Context: an optimization exercise on an open-source flow, tuned for a short achievable clock period. The choices shown serve that exercise and are no tape-out recipe.
Where RTL was checked, it was by simulation tests only, not by an equivalence proof against the original.
The clock input has no modelled driver; a real chip could not lean on it and would need a root buffer or a full tree.
No activity file was given, so power comes from the tool's default toggle rates.

v3:
Design cpu, start of the top module:
module cpu (
    input wire clk,               
    input wire reset,             
    input wire [15:0] instr,      
    output reg [7:0] result       
);
Size in the first run: about 5100 cells after synthesis, ~26 I/O pins.
Settings: LEC_CHECK=0, CAP_MARGIN=20, CORE_MARGIN=2, CORE_UTILIZATION=65, SETUP_SLACK_MARGIN=2.4, SLEW_MARGIN=20; clock period 4.0 ns.
run.sh (not shown) runs the stock make flow with config.mk's settings and CLKGATE_MAP_FILE= SYNTH_SCRIPT=/design/flow/synth_recipe.tcl, a recipe that flattens the netlist after the stock synthesis.
Every stage of the flow completed for v3, and the final layout passed the timing, design-rule and antenna checks.
For v13, these inputs were changed with respect to v3:
Settings: SETUP_SLACK_MARGIN now 1.8, was 2.4; CORE_UTILIZATION now 40, was 65.
Findings:
- Number of standard cells in the final layout excluding fillers delta for v13 relative to v3: 1116 higher
- When v13 is set beside v3, its wire length after detailed routing turns out to be 3.6% smaller.
- Of the two values seen for worst-path cell with the longest stage delay, a22oi_2 was produced by v13 and dfxtp_4 by v3.
- Shortest clock period the worst path allows after layout | v13 above v3
- On v13: initial antenna violation count is 1 higher than what v3 gave.
- The faster design of the two is v3; v13 tops out lower.
- Re global-route usage: v13 is 15 points down on v3.
- Clock-cell share of area: lower on v3
- From v13 to v3, number of library cell types mapped by synthesis did not move at all.
- Final cell area: v13 below v3
Input changes introduced in v5 (baseline for comparison: v13):
Settings: SETUP_SLACK_MARGIN now 2.4, was 1.8.
[summary]
Summary of v5 over v13: number of cells upsized or downsized after cts grew by 331; met3 track utilization from global routing rose 0.28 points; power per cell area now smaller; final cell count up 80; final area rose by about 2.4%. Looking at share of the final layout cell area in sequential cells, v5 sits 1.6 points lower than v13 does. Comparing v13 and v5, the higher signed area change from the synthesized netlist to the final layout is on v5. | fill cell total of the finished layout | v5 vs v13 | 300 lower |. v5 against v13: via count of the first global-routing pass rose 748, combinational power rose 12%.
No functional check of the RTL was part of any run of this note.

========
cpu, a different RTL version from the one above (not shown whole).
For scale: about 9400 cells after synthesis, roughly 26 I/O pins.
export LEC_CHECK = 0
export CAP_MARGIN = 20
export CORE_MARGIN = 2
export CORE_UTILIZATION = 68
export SETUP_SLACK_MARGIN = 2.4
export SLEW_MARGIN = 20
export SYNTH_HIERARCHICAL = 1
create_clock -name core_clock -period 4.0 [get_ports {clk}]
standard.sh (not shown) runs the stock make flow with config.mk's settings and CLKGATE_MAP_FILE= SYNTH_SCRIPT=/design/flow/synth_recipe.tcl, a recipe that flattens the netlist after the stock synthesis.
==> flow/flow/run.sh <==
#!/bin/bash
# The standard layout, with the clock tree built by flow/mcts.tcl in place
# of TritonCTS: leaf clkbuf_16 buffers drive about 16 flip-flops each, a
# level of clkbuf_16 above them drives about 8 leaf buffers each, and one
# clkbuf_16 per quarter of the core, on the clock port, drives the buffers
# of that level in its quarter. Before it builds the tree, mcts.tcl moves
# each output port's flip-flop and buffer to the port's pin.
# Everything else is the standard.sh.
set -euo pipefail
export PRE_CTS_TCL="$PWD/flow/mcts.tcl"
export MCTS_LEAF=16 MCTS_LEVELS=2 MCTS_ROOTS=4 MCTS_QUADROOT=1 MCTS_OUTBUF=2
bash standard.sh > standard.log 2>&1
Other scripts of this flow, unchanged in this note and not shown: flow/flow/mcts.tcl
The baseline went through all stages and came out clean.
Then changed:
Settings changed: CORE_UTILIZATION 68 to 65.
The changed run produced a clean layout.
Final cell count came out higher slightly.
Core utilization is lower by 3.4 points.
Power goes down slightly.
Die area rose by a few percent.
Combinational power stays flat.
Sequential share of layout area hardly moves.
Global-route usage fell by 0.43 points.
Synthesized cell count does not change.
Synthesized area does not change.
Wire length goes down slightly.
Setup slack is better by 0.0076 ns.
In every run of this note, the design's own scripts or RTL, not TritonCTS, make the clock network.

========
cpu, a different RTL version from the one above (not shown whole).
Size: ~26 I/O pins, ~130,000 um2 of cells after synthesis.
export LEC_CHECK = 0
export CAP_MARGIN = 20
export CORE_MARGIN = 2
export CORE_UTILIZATION = 65
export SETUP_SLACK_MARGIN = 2.4
export SLEW_MARGIN = 20
export SYNTH_HIERARCHICAL = 1
create_clock -name core_clock -period 4.0 [get_ports {clk}]
==> flow/flow/run.sh <==
#!/bin/bash
# The standard layout, with the clock tree built by flow/mcts.tcl in place
# of TritonCTS: leaf clkbuf_16 buffers drive about 16 flip-flops each; one
# clkbuf_16 per cell of a 6 x 6 grid over the core drives the leaf buffers
# in that cell; and one clkbuf_16 per quarter of the grid, on the clock
# port, drives those. Before it builds the tree, mcts.tcl moves each output
# port's flip-flop and buffer to the port's pin.
# Everything else is the standard.sh.
set -euo pipefail
export PRE_CTS_TCL="$PWD/flow/mcts.tcl"
export MCTS_LEAF=16 MCTS_GRID=6 MCTS_ROOTS=4 MCTS_OUTBUF=2
bash standard.sh > standard.log 2>&1
==> flow/flow/mcts.tcl <==
# Clock tree built by recursive bisection of the clock sinks: leaf buffers
# drive about MCTS_LEAF flip-flops each, MCTS_LEVELS levels of buffers
# above them share the fanout evenly, and the top level, of at most
# MCTS_ROOTS buffers, hangs on the clock port.
# Sourced as ORFS's PRE_CTS_TCL hook: it replaces clock_tree_synthesis.

proc mcts_env {name default} {
  if {[info exists ::env($name)] && $::env($name) ne ""} { return $::env($name) }
  return $default
}

# Split items ({x y payload} triples) into k groups of near-equal size,
# cutting along the longer side of their bounding box.
proc mcts_bisect {items k} {
  if {$k <= 1} { return [list $items] }
  set xs {}; set ys {}
  foreach it $items { lappend xs [lindex $it 0]; lappend ys [lindex $it 1] }
  set xs [lsort -real $xs]; set ys [lsort -real $ys]
  set dx [expr {[lindex $xs end] - [lindex $xs 0]}]
  set dy [expr {[lindex $ys end] - [lindex $ys 0]}]
  set idx [expr {$dx >= $dy ? 0 : 1}]
  set sorted [lsort -real -index $idx $items]
  set k1 [expr {$k / 2}]
  set k2 [expr {$k - $k1}]
  set n [llength $sorted]
  set n1 [expr {int(round(double($n) * $k1 / $k))}]
  set a [lrange $sorted 0 [expr {$n1 - 1}]]
  set b [lrange $sorted $n1 end]
  return [concat [mcts_bisect $a $k1] [mcts_bisect $b $k2]]
}

proc mcts_centroid {group} {
  set sx 0.0; set sy 0.0
  foreach it $group { set sx [expr {$sx + [lindex $it 0]}]; set sy [expr {$sy + [lindex $it 1]}] }
  set n [llength $group]
  return [list [expr {$sx / $n}] [expr {$sy / $n}]]
}

# Upper levels on a grid: the leaf buffers go to the cell of a g x g grid
# over the core they sit in, one buffer per non-empty cell drives them, and
# each quarter of the grid has one top buffer on the clock port.
proc mcts_grid_top {block master clk items g} {
  set core [$block getCoreArea]
  set x0 [$core xMin]; set y0 [$core yMin]
  set w [expr {double([$core xMax] - $x0)}]; set h [expr {double([$core yMax] - $y0)}]
  array set cell {}
  foreach it $items {
    set cx [expr {min($g - 1, int(([lindex $it 0] - $x0) / $w * $g))}]
    set cy [expr {min($g - 1, int(([lindex $it 1] - $y0) / $h * $g))}]
    lappend cell($cx,$cy) $it
  }
  array set quad {}
  set i 0
  foreach key [lsort [array names cell]] {
    lassign [split $key ,] cx cy
    set grp $cell($key)
    set c [mcts_centroid $grp]
    set name "mcts_l1_$i"
    set inst [odb::dbInst_create $block $master $name]
    $inst setLocation [expr {int([lindex $c 0])}] [expr {int([lindex $c 1])}]
    $inst setPlacementStatus PLACED
    set net [odb::dbNet_create $block "${name}_net"]
    $net setSigType CLOCK
    [$inst findITerm X] connect $net
    foreach it $grp { [[lindex $it 2] findITerm A] connect $net }
    set q "[expr {$cx * 2 / $g}],[expr {$cy * 2 / $g}]"
    lappend quad($q) [list [lindex $c 0] [lindex $c 1] $inst]
    incr i
  }
  puts "mcts: level 1 has $i buffers on a $g x $g grid"
  set i 0
  foreach q [lsort [array names quad]] {
    set grp $quad($q)
    set c [mcts_centroid $grp]
    set name "mcts_l2_$i"
    set inst [odb::dbInst_create $block $master $name]
    $inst setLocation [expr {int([lindex $c 0])}] [expr {int([lindex $c 1])}]
    $inst setPlacementStatus PLACED
    set net [odb::dbNet_create $block "${name}_net"]
    $net setSigType CLOCK
    [$inst findITerm X] connect $net
    foreach it $grp { [[lindex $it 2] findITerm A] connect $net }
    [$inst findITerm A] connect $clk
    incr i
  }
  puts "mcts: level 2 has $i buffers"
}

proc mcts_build {} {
  set leaf [mcts_env MCTS_LEAF 24]
  set levels [mcts_env MCTS_LEVELS 1]
  set roots [mcts_env MCTS_ROOTS 4]
  set bufname [mcts_env MCTS_BUF sky130_fd_sc_hd__clkbuf_16]
  set block [ord::get_db_block]
  set master [[ord::get_db] findMaster $bufname]
  set clkport [mcts_env MCTS_CLOCK_PORT clk]
  set clk [$block findNet $clkport]
  set items {}
  foreach it [$clk getITerms] {
    set bb [[$it getInst] getBBox]
    lappend items [list [expr {([$bb xMin] + [$bb xMax]) / 2.0}] [expr {([$bb yMin] + [$bb yMax]) / 2.0}] $it]
  }
  set n [llength $items]
  puts "mcts: $n clock sinks on $clkport"
  foreach it $items { [lindex $it 2] disconnect }
  set nleaf [expr {int(ceil(double($n) / $leaf))}]
  set fan [expr {int(ceil(pow(double($nleaf) / $roots, 1.0 / $levels)))}]
  if {$fan < 2} { set fan 2 }
  set level 0
  set per $leaf
  while {1} {
    set k [expr {int(ceil(double([llength $items]) / $per))}]
    if {$k < 1} { set k 1 }
    set groups [mcts_bisect $items $k]
    set next {}
    set i 0
    foreach g $groups {
      set c [mcts_centroid $g]
      set name "mcts_l${level}_$i"
      set inst [odb::dbInst_create $block $master $name]
      $inst setLocation [expr {int([lindex $c 0])}] [expr {int([lindex $c 1])}]
      $inst setPlacementStatus PLACED
      set net [odb::dbNet_create $block "${name}_net"]
      $net setSigType CLOCK
      [$inst findITerm X] connect $net
      foreach it $g {
        set p [lindex $it 2]
        if {[string match "*dbITerm*" $p]} { $p connect $net } else { [$p findITerm A] connect $net }
      }
      lappend next [list [lindex $c 0] [lindex $c 1] $inst]
      incr i
    }
    puts "mcts: level $level has $k buffers"
    incr level
    set items $next
    set per $fan
    if {[mcts_env MCTS_GRID 0] > 0} {
      mcts_grid_top $block $master $clk $items [mcts_env MCTS_GRID 0]
      return
    }
    if {[llength $items] <= $roots} { break }
  }
  foreach it $items { [[lindex $it 2] findITerm A] connect $clk }
}

# Move each output port's buffer next to the flip-flop that drives it, so
# that the flip-flop sees a short wire and the buffer drives the long one to
# the pin (MCTS_OUTBUF 1); or move both to the pin, where the wire before the
# flip-flop is long instead (MCTS_OUTBUF 2). Detailed placement legalizes
# the moves.
proc mcts_outbufs {mode} {
  set block [ord::get_db_block]
  set core [$block getCoreArea]
  foreach bt [$block getBTerms] {
    if {[$bt getIoType] ne "OUTPUT"} { continue }
    set net [$bt getNet]
    if {$net eq "NULL"} { continue }
    set pb [$bt getBBox]
    set px [expr {([$pb xMin] + [$pb xMax]) / 2}]
    set py [expr {([$pb yMin] + [$pb yMax]) / 2}]
    set px [expr {max([$core xMin], min([$core xMax] - 5000, $px))}]
    set py [expr {max([$core yMin], min([$core yMax] - 3000, $py))}]
    foreach it [$net getITerms] {
      if {![$it isOutputSignal]} { continue }
      set buf [$it getInst]
      set a [$buf findITerm A]
      if {$a eq "NULL"} { continue }
      set anet [$a getNet]
      if {$anet eq "NULL"} { continue }
      foreach d [$anet getITerms] {
        if {![$d isOutputSignal]} { continue }
        set ff [$d getInst]
        if {$mode == 2} {
          $ff setLocation $px $py
          $ff setPlacementStatus PLACED
          $buf setLocation $px $py
        } else {
          set loc [$ff getLocation]
          $buf setLocation [lindex $loc 0] [lindex $loc 1]
        }
        $buf setPlacementStatus PLACED
        puts "mcts: [$bt getName] buffer [$buf getName] and [$ff getName] placed (mode $mode)"
      }
    }
  }
}

rename clock_tree_synthesis mcts_orig_clock_tree_synthesis
proc clock_tree_synthesis {args} {
  set ob [mcts_env MCTS_OUTBUF 0]
  if {$ob} { mcts_outbufs $ob }
  mcts_build
}
Then changed:
==> flow/flow/run.sh (replaced) <==
#!/bin/bash
# The standard layout, with the clock tree built by flow/mcts.tcl in place
# of TritonCTS: leaf clkbuf_16 buffers drive about 16 flip-flops each, two
# levels of clkbuf_16 above them share the fanout evenly, and the 4 top
# buffers hang on the clock port. Before it builds the tree, mcts.tcl moves
# each output port's flip-flop and buffer to the port's pin.
# Everything else is the standard.sh.
set -euo pipefail
export PRE_CTS_TCL="$PWD/flow/mcts.tcl"
export MCTS_LEAF=16 MCTS_LEVELS=2 MCTS_ROOTS=4 MCTS_OUTBUF=2
bash standard.sh > standard.log 2>&1
--- a/flow/flow/mcts.tcl
+++ b/flow/flow/mcts.tcl
@@ -36,52 +36,2 @@
   return [list [expr {$sx / $n}] [expr {$sy / $n}]]
-}
-
-# Upper levels on a grid: the leaf buffers go to the cell of a g x g grid
-# over the core they sit in, one buffer per non-empty cell drives them, and
-# each quarter of the grid has one top buffer on the clock port.
-proc mcts_grid_top {block master clk items g} {
-  set core [$block getCoreArea]
-  set x0 [$core xMin]; set y0 [$core yMin]
-  set w [expr {double([$core xMax] - $x0)}]; set h [expr {double([$core yMax] - $y0)}]
-  array set cell {}
-  foreach it $items {
-    set cx [expr {min($g - 1, int(([lindex $it 0] - $x0) / $w * $g))}]
-    set cy [expr {min($g - 1, int(([lindex $it 1] - $y0) / $h * $g))}]
-    lappend cell($cx,$cy) $it
-  }
-  array set quad {}
-  set i 0
-  foreach key [lsort [array names cell]] {
-    lassign [split $key ,] cx cy
-    set grp $cell($key)
-    set c [mcts_centroid $grp]
-    set name "mcts_l1_$i"
-    set inst [odb::dbInst_create $block $master $name]
-    $inst setLocation [expr {int([lindex $c 0])}] [expr {int([lindex $c 1])}]
-    $inst setPlacementStatus PLACED
-    set net [odb::dbNet_create $block "${name}_net"]
-    $net setSigType CLOCK
-    [$inst findITerm X] connect $net
-    foreach it $grp { [[lindex $it 2] findITerm A] connect $net }
-    set q "[expr {$cx * 2 / $g}],[expr {$cy * 2 / $g}]"
-    lappend quad($q) [list [lindex $c 0] [lindex $c 1] $inst]
-    incr i
-  }
-  puts "mcts: level 1 has $i buffers on a $g x $g grid"
-  set i 0
-  foreach q [lsort [array names quad]] {
-    set grp $quad($q)
-    set c [mcts_centroid $grp]
-    set name "mcts_l2_$i"
-    set inst [odb::dbInst_create $block $master $name]
-    $inst setLocation [expr {int([lindex $c 0])}] [expr {int([lindex $c 1])}]
-    $inst setPlacementStatus PLACED
-    set net [odb::dbNet_create $block "${name}_net"]
-    $net setSigType CLOCK
-    [$inst findITerm X] connect $net
-    foreach it $grp { [[lindex $it 2] findITerm A] connect $net }
-    [$inst findITerm A] connect $clk
-    incr i
-  }
-  puts "mcts: level 2 has $i buffers"
 }
@@ -136,6 +86,2 @@
     set per $fan
-    if {[mcts_env MCTS_GRID 0] > 0} {
-      mcts_grid_top $block $master $clk $items [mcts_env MCTS_GRID 0]
-      return
-    }
     if {[llength $items] <= $roots} { break }
- first-iteration DRC count is lower by 11%
- clock skew came out higher by 42 ps
- sequential power hardly moves
- global-route usage went down by 1.3 points
- synthesized cell count stays the same
- wire length went down by 3.6%
- worst setup slack gets worse by 8.1 ps
In every run of this note, the design's own scripts or RTL, not TritonCTS, make the clock network.

port drivers added, routing unchanged:
Ports are ideal in the flow. The routed layouts listed here were re-timed in OpenROAD. Step 1, drivers: a clkbuf_16 drives clk and a buf_2 each remaining input, both assumed. Step 2, shift: input delay + t, output delay - t, t = (earliest + latest rising clock arrival at the registers) / 2. This alone moves slack from input paths to output paths. Slacks: no drivers / after step 1 / after step 2; pairs: no drivers / after step 1.
run	t (ns)	setup slack, ns	hold WS [ns]	slew at the worst register clock pin (ns)	pins driven straight from the clock port
v3	0.917	1.585 / 1.585 / 1.332	0.175 / 0.156 / 0.466	0.07 / 0.07	1
v13	0.992	1.377 / 1.377 / 0.840	0.425 / 0.379 / 0.441	0.07 / 0.07	1
v5	0.990	1.470 / 1.470 / 1.398	0.253 / 0.203 / 0.443	0.07 / 0.07	1
the first run of note 2	0.852	2.065 / 1.822 / 0.970	0.293 / 0.299 / 0.450	0.10 / 0.10	4
the second run of note 2	0.835	2.072 / 1.753 / 0.918	0.447 / 0.374 / 0.447	0.09 / 0.09	4
the first run of note 3	0.847	2.048 / 1.644 / 0.798	0.262 / 0.179 / 0.424	0.09 / 0.09	4
the second run of note 3	0.852	2.040 / 1.738 / 0.886	0.266 / 0.150 / 0.448	0.08 / 0.08	4
After both steps setup and hold are still met in every run listed. For the first run of note 3, which loses most, drivers alone change the setup slack by -0.404 ns; drivers and shift together by -1.250 ns.
